What follows belongs to an exercise in optimizing a design on an open flow for small area; a production flow would make more cautious choices. Only simulation tests tie the RTL to the original design; equivalence was not proved. Power figures rest on the tool's default switching activity, not on a simulated workload.

$ cat flow/design.v
module filter(
    input   clock,
    input   rst_n,
    input   w_en_n,          
    input   [7 : 0] p,
    input   [15: 0] addr,
    input   x_valid_n,
    input   [7 : 0] x,
    output  reg [7 : 0] y
    );
    reg [8*8-1 : 0] param;   
    reg [7*8-1 : 0] x_arr;   
    always @ (posedge clock or negedge rst_n) begin
        if (~rst_n) begin
            param <= 64'd0;
        end
        else if (~w_en_n) begin
            case(addr[3 : 0])
            4'b0000: param[7 : 0] <= p;
            4'b0001: param[15: 8] <= p;
            4'b0010: param[23:16] <= p;
            4'b0011: param[31:24] <= p;
            4'b0100: param[39:32] <= p;
            4'b0101: param[47:40] <= p;
            4'b0110: param[55:48] <= p;
            4'b0111: param[63:56] <= p;
            endcase
        end
    end
    always @ (posedge clock or negedge rst_n) begin
        if (~rst_n) begin
            x_arr <= 56'd0;
        end
        else if (~x_valid_n) begin
            x_arr <= {x_arr[47: 0], (x & param[63:56])};
        end
    end
    always @ (posedge clock or negedge rst_n) begin
        if (~rst_n) begin
            y <= 8'd0;
        end
        else begin
            y <= x_arr[7 : 0] * param[7 : 0] +
                 x_arr[15: 8] * param[15: 8] +
                 x_arr[23:16] * param[23:16] +
                 x_arr[31:24] * param[31:24] +
                 x_arr[39:32] * param[39:32] +
                 x_arr[47:40] * param[47:40] +
                 x_arr[55:48] * param[55:48];
        end
    end
endmodule
module sqrt_amp (
    input   clock,
    input   rst_n,
    input   [7 : 0] data,
    output  reg [15: 0] ap
    );
    localparam [8*16-1 : 0] thresh = {
        8'd1, 8'd3, 8'd7, 8'd13, 8'd21, 8'd31, 8'd43, 8'd57,
        8'd75, 8'd91, 8'd111, 8'd133, 8'd157, 8'd183, 8'd201, 8'd241
    };
    genvar i;
    generate
        for (i = 0; i < 16; i = i + 1) begin: CMP
            always @ (posedge clock or negedge rst_n) begin
                if (~rst_n) begin
                    ap[15-i] <= 1'b0;
                end
                else begin
                    ap[15-i] <= data > thresh[(i+1)*8-1 -: 8];
                end
            end
        end
    endgenerate
endmodule
module timer(
    input   clock,
    input   rst_n,
    input   w_en_n,          
    input   [7 : 0] t,
    input   [15: 0] addr,
    output  reg [5 : 0] hour,
    output  reg [5 : 0] minute
    );
    localparam CLK_FREQ = 1;  
    reg [31: 0] counter;
    always @ (posedge clock or negedge rst_n) begin
        if (~rst_n) begin
            counter <= 32'd0;
        end
        else if (counter == CLK_FREQ * 60 - 1) begin
            counter <= 32'd0;
        end
        else begin
            counter <= counter + 32'd1;
        end
    end
    always @ (posedge clock or negedge rst_n) begin
        if (~rst_n) begin
            hour    <= 6'd0;
            minute  <= 6'd0;
        end
        else if (~w_en_n) begin   
            if (addr[3 : 0] == 4'b1000) begin
                hour    <= t;
                minute  <= minute;
            end
            else if (addr[3 : 0] == 4'b1001) begin
                hour    <= hour;
                minute  <= t;
            end
            else begin
                hour    <= hour;
                minute  <= minute;
            end
        end
        else if (counter == CLK_FREQ * 60 - 1) begin     
            if (minute == 6'd59) begin
                if (hour == 6'd23) begin
                    hour <= 6'd0;
                end
                else begin
                    hour    <= hour + 6'd1;
                end
                minute  <= 6'd0;
            end
            else begin
                hour    <= hour;
                minute  <= minute + 8'd1;
            end
        end
    end
endmodule
module hex2decdigi_8bit(
    input   clock,
    input   rst_n,
    input   [7 : 0] hex,
    output  reg [6 : 0] digi_0,
    output  reg [6 : 0] digi_1,
    output  reg [6 : 0] digi_2
    );
    localparam DIGI_0 = 7'b0111111;
    localparam DIGI_1 = 7'b0011000;
    localparam DIGI_2 = 7'b1110110;
    localparam DIGI_3 = 7'b1111100;
    localparam DIGI_4 = 7'b1011001;
    localparam DIGI_5 = 7'b1101101;
    localparam DIGI_6 = 7'b1101111;
    localparam DIGI_7 = 7'b0111000;
    localparam DIGI_8 = 7'b1111111;
    localparam DIGI_9 = 7'b1111101;
    localparam DIGI_X = 7'b0000000;
    reg [6 : 0] res_2;
    reg [3 : 0] res_1;
    reg [6 : 0] digi_2_d1, digi_2_d2, digi_1_d1;
    always @ (posedge clock or negedge rst_n) begin
        if (~rst_n) begin
            digi_2_d1 <= DIGI_X;
            res_2  <= 7'd0;
        end
        else begin
            if (hex >= 8'd200) begin
                digi_2_d1 <= DIGI_2;
                res_2  <= hex - 8'd200;
            end
            else if (hex >= 8'd100) begin
                digi_2_d1 <= DIGI_1;
                res_2  <= hex - 8'd100;
            end
            else begin
                digi_2_d1 <= DIGI_0;
                res_2  <= hex;
            end
        end
    end
    always @ (posedge clock or negedge rst_n) begin
        if (~rst_n) begin
            digi_1_d1 <= DIGI_X;
            res_1  <= 4'd0;
        end
        else begin
            if (res_2 >= 7'd90) begin
                digi_1_d1 <= DIGI_9;
                res_1  <= res_2 - 7'd90;
            end
            else if (res_2 >= 7'd80) begin
                digi_1_d1 <= DIGI_8;
                res_1  <= res_2 - 7'd80;
            end
            else if (res_2 >= 7'd70) begin
                digi_1_d1 <= DIGI_7;
                res_1  <= res_2 - 7'd70;
            end
            else if (res_2 >= 7'd60) begin
                digi_1_d1 <= DIGI_6;
                res_1  <= res_2 - 7'd60;
            end
            else if (res_2 >= 7'd50) begin
                digi_1_d1 <= DIGI_5;
                res_1  <= res_2 - 7'd50;
            end
            else if (res_2 >= 7'd40) begin
                digi_1_d1 <= DIGI_4;
                res_1  <= res_2 - 7'd40;
            end
            else if (res_2 >= 7'd30) begin
                digi_1_d1 <= DIGI_3;
                res_1  <= res_2 - 7'd30;
            end
            else if (res_2 >= 7'd20) begin
                digi_1_d1 <= DIGI_2;
                res_1  <= res_2 - 7'd20;
            end
            else if (res_2 >= 7'd10) begin
                digi_1_d1 <= DIGI_1;
                res_1  <= res_2 - 7'd10;
            end
            else begin
                digi_1_d1 <= DIGI_0;
                res_1  <= res_2[3 : 0];
            end
        end
    end
    always @ (posedge clock or negedge rst_n) begin
        if (~rst_n) begin
            digi_0 <= DIGI_X;
        end
        else begin
            case (res_1)
            4'd0: digi_0 <= DIGI_0;
            4'd1: digi_0 <= DIGI_1;
            4'd2: digi_0 <= DIGI_2;
            4'd3: digi_0 <= DIGI_3;
            4'd4: digi_0 <= DIGI_4;
            4'd5: digi_0 <= DIGI_5;
            4'd6: digi_0 <= DIGI_6;
            4'd7: digi_0 <= DIGI_7;
            4'd8: digi_0 <= DIGI_8;
            4'd9: digi_0 <= DIGI_9;
            default:
                digi_0 <= DIGI_X;
            endcase
        end
    end
    always @ (posedge clock) begin
        digi_2_d2 <= digi_2_d1;
        digi_2    <= digi_2_d2;
        digi_1    <= digi_1_d1;
    end
endmodule
module hex2decdigi_6bit(
    input   clock,
    input   rst_n,
    input   [5 : 0] hex,
    output  reg [6 : 0] digi_0,
    output  reg [6 : 0] digi_1
    );
    localparam DIGI_0 = 7'b0111111;
    localparam DIGI_1 = 7'b0011000;
    localparam DIGI_2 = 7'b1110110;
    localparam DIGI_3 = 7'b1111100;
    localparam DIGI_4 = 7'b1011001;
    localparam DIGI_5 = 7'b1101101;
    localparam DIGI_6 = 7'b1101111;
    localparam DIGI_7 = 7'b0111000;
    localparam DIGI_8 = 7'b1111111;
    localparam DIGI_9 = 7'b1111101;
    localparam DIGI_X = 7'b0000000;
    reg [3 : 0] res_1;
    reg [6 : 0] digi_1_d1;
    always @ (posedge clock or negedge rst_n) begin
        if (~rst_n) begin
            digi_1_d1 <= DIGI_X;
            res_1  <= 4'd0;
        end
        else begin
            if (hex >= 6'd60) begin
                digi_1_d1 <= DIGI_6;
                res_1  <= hex - 6'd60;
            end
            else if (hex >= 6'd50) begin
                digi_1_d1 <= DIGI_5;
                res_1  <= hex - 6'd50;
            end
            else if (hex >= 6'd40) begin
                digi_1_d1 <= DIGI_4;
                res_1  <= hex - 6'd40;
            end
            else if (hex >= 6'd30) begin
                digi_1_d1 <= DIGI_3;
                res_1  <= hex - 6'd30;
            end
            else if (hex >= 6'd20) begin
                digi_1_d1 <= DIGI_2;
                res_1  <= hex - 6'd20;
            end
            else if (hex >= 6'd10) begin
                digi_1_d1 <= DIGI_1;
                res_1  <= hex - 6'd10;
            end
            else begin
                digi_1_d1 <= DIGI_0;
                res_1  <= hex;
            end
        end
    end
    always @ (posedge clock or negedge rst_n) begin
        if (~rst_n) begin
            digi_0 <= DIGI_X;
        end
        else begin
            case (res_1)
            4'd0: digi_0 <= DIGI_0;
            4'd1: digi_0 <= DIGI_1;
            4'd2: digi_0 <= DIGI_2;
            4'd3: digi_0 <= DIGI_3;
            4'd4: digi_0 <= DIGI_4;
            4'd5: digi_0 <= DIGI_5;
            4'd6: digi_0 <= DIGI_6;
            4'd7: digi_0 <= DIGI_7;
            4'd8: digi_0 <= DIGI_8;
            4'd9: digi_0 <= DIGI_9;
            default:
                digi_0 <= DIGI_X;
            endcase
        end
    end
    always @ (posedge clock) begin
        digi_1 <= digi_1_d1;
    end
endmodule
module TH99CHLS (
    input   clk,
    input   rst_n,
    input   cs_n,            
    input   [7 : 0] abus,    
    input   ale,             
    input   r_n,             
    input   w_n,             
    input   [7 : 0] dbus,    
    input   pe_n,            
    input   [7 : 0] sig_in,  
    output  [6 : 0] sig_digi2,
    output  [6 : 0] sig_digi1,
    output  [6 : 0] sig_digi0,
    output  [6 : 0] hour_digi1,
    output  [6 : 0] hour_digi0,
    output  [6 : 0] minute_digi1,
    output  [6 : 0] minute_digi0,
    output  [15: 0] ap
    );
    reg     [15: 0] addr;
    reg     w_n_prev, cpu_wr_en_n;
    wire    [7 : 0] sig_out;
    wire    [5 : 0] hour_hex, minute_hex;
    always @ (posedge clk or negedge rst_n) begin
        if (~rst_n) begin
            addr <= 16'd0;
        end
        else if (ale && ~cs_n) begin
            addr <= {abus, dbus};
        end
    end
    always @ (posedge clk) begin
        w_n_prev <= w_n;
    end
    always @ (posedge clk or negedge rst_n) begin
        if (~rst_n) begin
            cpu_wr_en_n <= 1'b1;
        end
        else begin
            cpu_wr_en_n <= !(w_n && !w_n_prev && !cs_n);
        end
    end
    filter filter_inst (
        .clock  (clk      ),
        .rst_n  (rst_n      ),
        .w_en_n (cpu_wr_en_n),
        .p      (dbus       ),
        .addr   (addr       ),
        .x_valid_n(pe_n       ),
        .x      (sig_in     ),
        .y      (sig_out    )
    );
    sqrt_amp sqrt_amp_inst (
        .clock  (clk  ),
        .rst_n  (rst_n  ),
        .data   (sig_out),
        .ap     (ap     )
    );
    timer timer_inst (
        .clock  (clk      ),
        .rst_n  (rst_n      ),
        .w_en_n (cpu_wr_en_n),
        .t      (dbus       ),
        .addr   (addr       ),
        .hour   (hour_hex   ),
        .minute (minute_hex )
    );
    hex2decdigi_8bit sig_out_encoder (
        .clock  (clk  ),
        .rst_n  (rst_n  ),
        .hex    (sig_out),
        .digi_0 (sig_digi0),
        .digi_1 (sig_digi1),
        .digi_2 (sig_digi2)
    );
    hex2decdigi_6bit hour_encoder (
        .clock  (clk  ),
        .rst_n  (rst_n  ),
        .hex    (hour_hex  ),
        .digi_0 (hour_digi0),
        .digi_1 (hour_digi1)
    );
    hex2decdigi_6bit minute_encoder (
        .clock  (clk  ),
        .rst_n  (rst_n  ),
        .hex    (minute_hex  ),
        .digi_0 (minute_digi0),
        .digi_1 (minute_digi1)
    );
endmodule
$ cat flow/constraint.sdc
create_clock -name core_clock -period 10.0 [get_ports {clk}]
set_input_delay 2.0000 -clock core_clock [delete_from_list [all_inputs] [get_ports {clk}]]
set_output_delay 2.0000 -clock core_clock [all_outputs]
set_load 0.01 [all_outputs]
$ cat flow/config.mk
export PLATFORM = sky130hd
export DESIGN_NAME = TH99CHLS
export DESIGN_NICKNAME = TH99CHLS
export VERILOG_FILES = /design/flow/design.v
export SDC_FILE = /design/flow/constraint.sdc
export NUM_CORES = 4
export LEC_CHECK = 0
export CAP_MARGIN = 20
export CORE_MARGIN = 2
export CORE_UTILIZATION = 40
export SLEW_MARGIN = 20
$ cat flow/run.sh
#!/bin/bash
# synth_recipe.tcl (not shown) runs the flow's synth.tcl, then flattens the netlist and writes it again
# the make line also repeats each setting of config.mk as NAME=value (left out here)
make -C /OpenROAD-flow-scripts/flow DESIGN_CONFIG=/design/flow/config.mk WORK_HOME=/design/flow/orfs CLKGATE_MAP_FILE= SYNTH_SCRIPT=/design/flow/synth_recipe.tcl finish
==> reports/results.tsv <==
metric	value	unit
Internal Power	3560	uW
Buf/Inv on CP	7	
Initial Util	0.403	
synthesis-stage register bit count	287	
CTS H-tree lvls	2	
initial DRC count	865	
initial antenna violation count	3	
Die Span Y	223	um
maxcap violations	0	
Synth top area share	0.335	
Clock power frac	0.223	
cell taking the most area after synthesis	dfrtp_1	
DRC	0	
status	finished clean	
Mapped Cells	1820	
crit-path leading delay family	adder cells	
Synth async-reset ratio	0.895	
Final Hold Fails	0	
mux cell area share after synthesis	0.0704	
Flop pwr share	0.314	
Site Rows	80	
critical-path cell list	and2_1 > fa_1 > inv_1 > fa_1 > inv_1 > fa_1 > inv_1 > fa_1 > fa_1 > inv_1 > fa_1 > fa_1 > fa_1 > inv_1 > fa_1 > inv_1 > ha_1 > inv_1 > o21bai_1 > a21oi_1 > xnor2_1 > xnor2_1 > xnor3_1	
Setup Buffers After CTS	0	
sequential cell area fraction in the yosys report	0.367	
worst setup path start	filter_inst.x_arr[33]	
Stages on worst setup path	23	
Req. time, crit path	10390	ps
Die Wd	223	um
final core utilization	0.459	
clk latency of the worst-skew pair	560	ps
Synth Warn #	6	
dpl ws	2680	ps
cell mode on critical path	fa_1	
static leakage	0.0100	uW
Crit-path slowest cell	fa_1	
Post-Synth Simple-Gate Area	0.128	
maximum fanout along the worst path	9	
Setup Skew	15.3	ps
clk buf depth	3	
Period minus WS final	7330	ps
synth top area cells	dfrtp_1 33%, fa_1 14%, ha_1 11%	
Worst Tran Pin Value	1040	ps
# fillers	4379	
TritonRoute pass-1 iters	6	
Synth Flop Type	dfrtp_1	
Total Neg Setup Slack	0	ps
top cells by count, synth	256 x dfrtp_1, 231 x nand2_1, 230 x inv_1	
Worst Path Arrival	7720	ps
Sw Ratio	0.393	
Reg area	7030	um2
vias	13000	
number of global-route vias before repair	13400	
RR Endpoint	filter_inst.y[7]	
die area	49600	um2
Cell Area, Synth	19200	um2
most frequent cell after synthesis	dfrtp_1	
number of vias per cell	5.08	
DRT Wirelength	45400	um
min-delay src	sig_out_encoder.digi_2_d2[4]	
Worst Reg-to-Reg Cells	23	
syn_nets	2146	
CTS Hold Bufs	0	
antenna-violating nets left	0	
placeable core area	47500	um2
Final HPWL DP	33800	um
CP endpoint	filter_inst.y[7]	
cts repair resizes	0	
post-synthesis compound-gate area fraction	0.0634	
CTS tree	done	
HP Class	reg -> reg	
Net Sw Power	2310	uW
reg2reg start	filter_inst.x_arr[33]	
grt total ovfl	0	
final worst-path cycle share	0.733	
all-layer global routing usage	0.190	
Min Hold Slack	325	ps
first-pass GRT wire length	73400	um
pins over their slew limit	0	
share of layout cells above drive strength 1	0.104	
syn_area_per_cell	10.5	um2
Post-synth EDFFs	0	
Buffers on Ports	86	
GP Congestion	0.879	
Distinct cells, synth	70	
Synth Area in XOR/XNOR	0.0717	
Peak VDD IR	279	uV
fmax	0.136	GHz
CP endpoint kind	flip-flop	
Inserted Clock Buffers	36	
num ports	96	
FF-to-FF setup slack	2670	ps
largest net degree at the start of global routing	114	
Layout Nets	2230	
CP Class	reg -> reg	
critical path launch point type	flip-flop	
RSZ-0062 raised after global routing	no	
multi-input logic area	11100	um2
Critical Path Max Stage Delay	550	ps
Adder-Cell Fraction of Synth Area	0.244	
synthesis-to-finish area growth	14.0	%
Cell Pwr Density	269	nW/um2
main combinational cell family by area after synthesis	adder cells	
final setup fails	0	
wire per inst	17.8	um
max-slew headroom at the worst pin	0.302	
Clock Pin Slew Worst Setup and Hold Paths	60	ps
CTS root buf	clkbuf_16	
Comb power frac	0.464	
worst setup margin	2670	ps
CTS Sinks	287	
## how the worst min path moves through the flow
stage	endpoint	cells past startpoint
global route	sig_out_encoder.digi_2[6]	0
floorplan	sig_out_encoder.digi_2[0]	0
global placement	sig_out_encoder.digi_2[4]	0
CTS	sig_out_encoder.digi_2[4]	0
finish	sig_out_encoder.digi_2[4]	0
detailed placement	sig_out_encoder.digi_2[4]	0
## routing by layer
metal  vias up  wire, um  share of wire  global-route usage
met4         0      1480          0.033              0.0645
met5         -         0              0                   0
met1      6543     19700           0.43               0.247
met2       287     22000           0.48               0.320
met3        76      2260          0.050              0.0344
li1       6047         -              -                   -
## sequential cells by signal, indices dropped and copies added (netlist names), 7 cells and up
| signal | count |
|---|---|
| sig_out_encoder.digi_1_d1 | 7 |
| filter_inst.x_arr | 56 |
| minute_encoder.digi_0 | 7 |
| sig_out_encoder.digi_0 | 7 |
| hour_encoder.digi_0 | 7 |
| sqrt_amp_inst.ap | 16 |
| filter_inst.param | 64 |
| filter_inst.y | 8 |
| sig_out_encoder.res_2 | 7 |
| timer_inst.counter | 32 |
| sig_out_encoder.digi_1 | 7 |
## power groups by stage
stage          clock, uW  combinational [uW]  sequential [uW]
5_1_grt             1390                3050             1900
3_3_place_gp           0                2670             1850
2_1_floorplan          0                1950             1730
4_1_cts             1350                2740             1840
3_5_place_dp           0                2720             1860
6_report            1310                2720             1840
## layout by cell type, fill, tap and decap left out, drive strengths merged, types with 6 or more instances in the layout
| cell type | instances |
|---|---|
| nand4 | 10 |
| xnor2 | 122 |
| a31oi | 10 |
| and2 | 127 |
| inv | 232 |
| clkbuf | 49 |
| clkdlybuf4s50 | 84 |
| clkinv | 7 |
| a21oi | 36 |
| o21ai | 55 |
| mux2 | 117 |
| dfrtp | 256 |
| fa | 131 |
| o21a | 6 |
| buf | 6 |
| nand3 | 21 |
| nor3 | 11 |
| a21o | 13 |
| ha | 164 |
| dfxtp | 30 |
| nand2 | 233 |
| nor2b | 12 |
| nand2b | 15 |
| o22ai | 15 |
| xor2 | 28 |
| nor2 | 46 |
| nor4 | 8 |
## logic make-up after synthesis
| logic type | Yosys count |
|---|---|
| multiplexers | 120 |
| other | 1 |
| AND/OR/NAND/NOR | 503 |
| buffers and inverters | 274 |
| flip-flops | 287 |
| adder cells (fa/ha/maj) | 295 |
| XOR/XNOR | 152 |
| AO/OA/AOI/OAI | 188 |
## through the flow
stage | area [um2] | power [uW] | instances
global placement | 20600 | 4520 | 2481
global route | 21800 | 6340 | 2547
finish | 21800 | 5870 | 2548
detailed placement | 20600 | 4580 | 2481
floorplan | 19200 | 3690 | 1820
CTS | 21800 | 5940 | 2547
## cell type report
| cell class | count | area share |
|---|---|---|
| multi-input combinational | 1259 | 0.507 |
| sequential | 287 | 0.322 |
| clock buffer | 49 | 0.0453 |
| timing repair buffer | 90 | 0.0410 |
| inverter | 230 | 0.0396 |
| tap | 615 | 0.0353 |
| clock inverter | 17 | 0.00929 |
| antenna | 1 | 0.000115 |

==> port drivers added, routing unchanged <==
The flow's constraints put no driver on any port. The routed layout listed below was extracted and timed again, unchanged, in two steps. Step 1, drivers: a clkbuf_16 drives clk and a buf_2 each remaining input, both assumed. Step 2 times the ports against the registers' clock, not the clock port: input delays grow and output delays shrink by t, the midpoint of the rising clock arrivals with the driver on. Slacks: ideal ports / drivers / drivers and shift; pairs: ideal ports / drivers.
shift t [ns]: 0.605
setup slack, ns: 2.666 / 2.666 / 2.666
worst register clock-pin slew, ns: 0.06 / 0.06
cell pins on the clock port's net: 1
After both steps this run still meets setup and hold. The setup slack of this run moves by 0.000 ns with the drivers and by 0.000 ns with both steps.
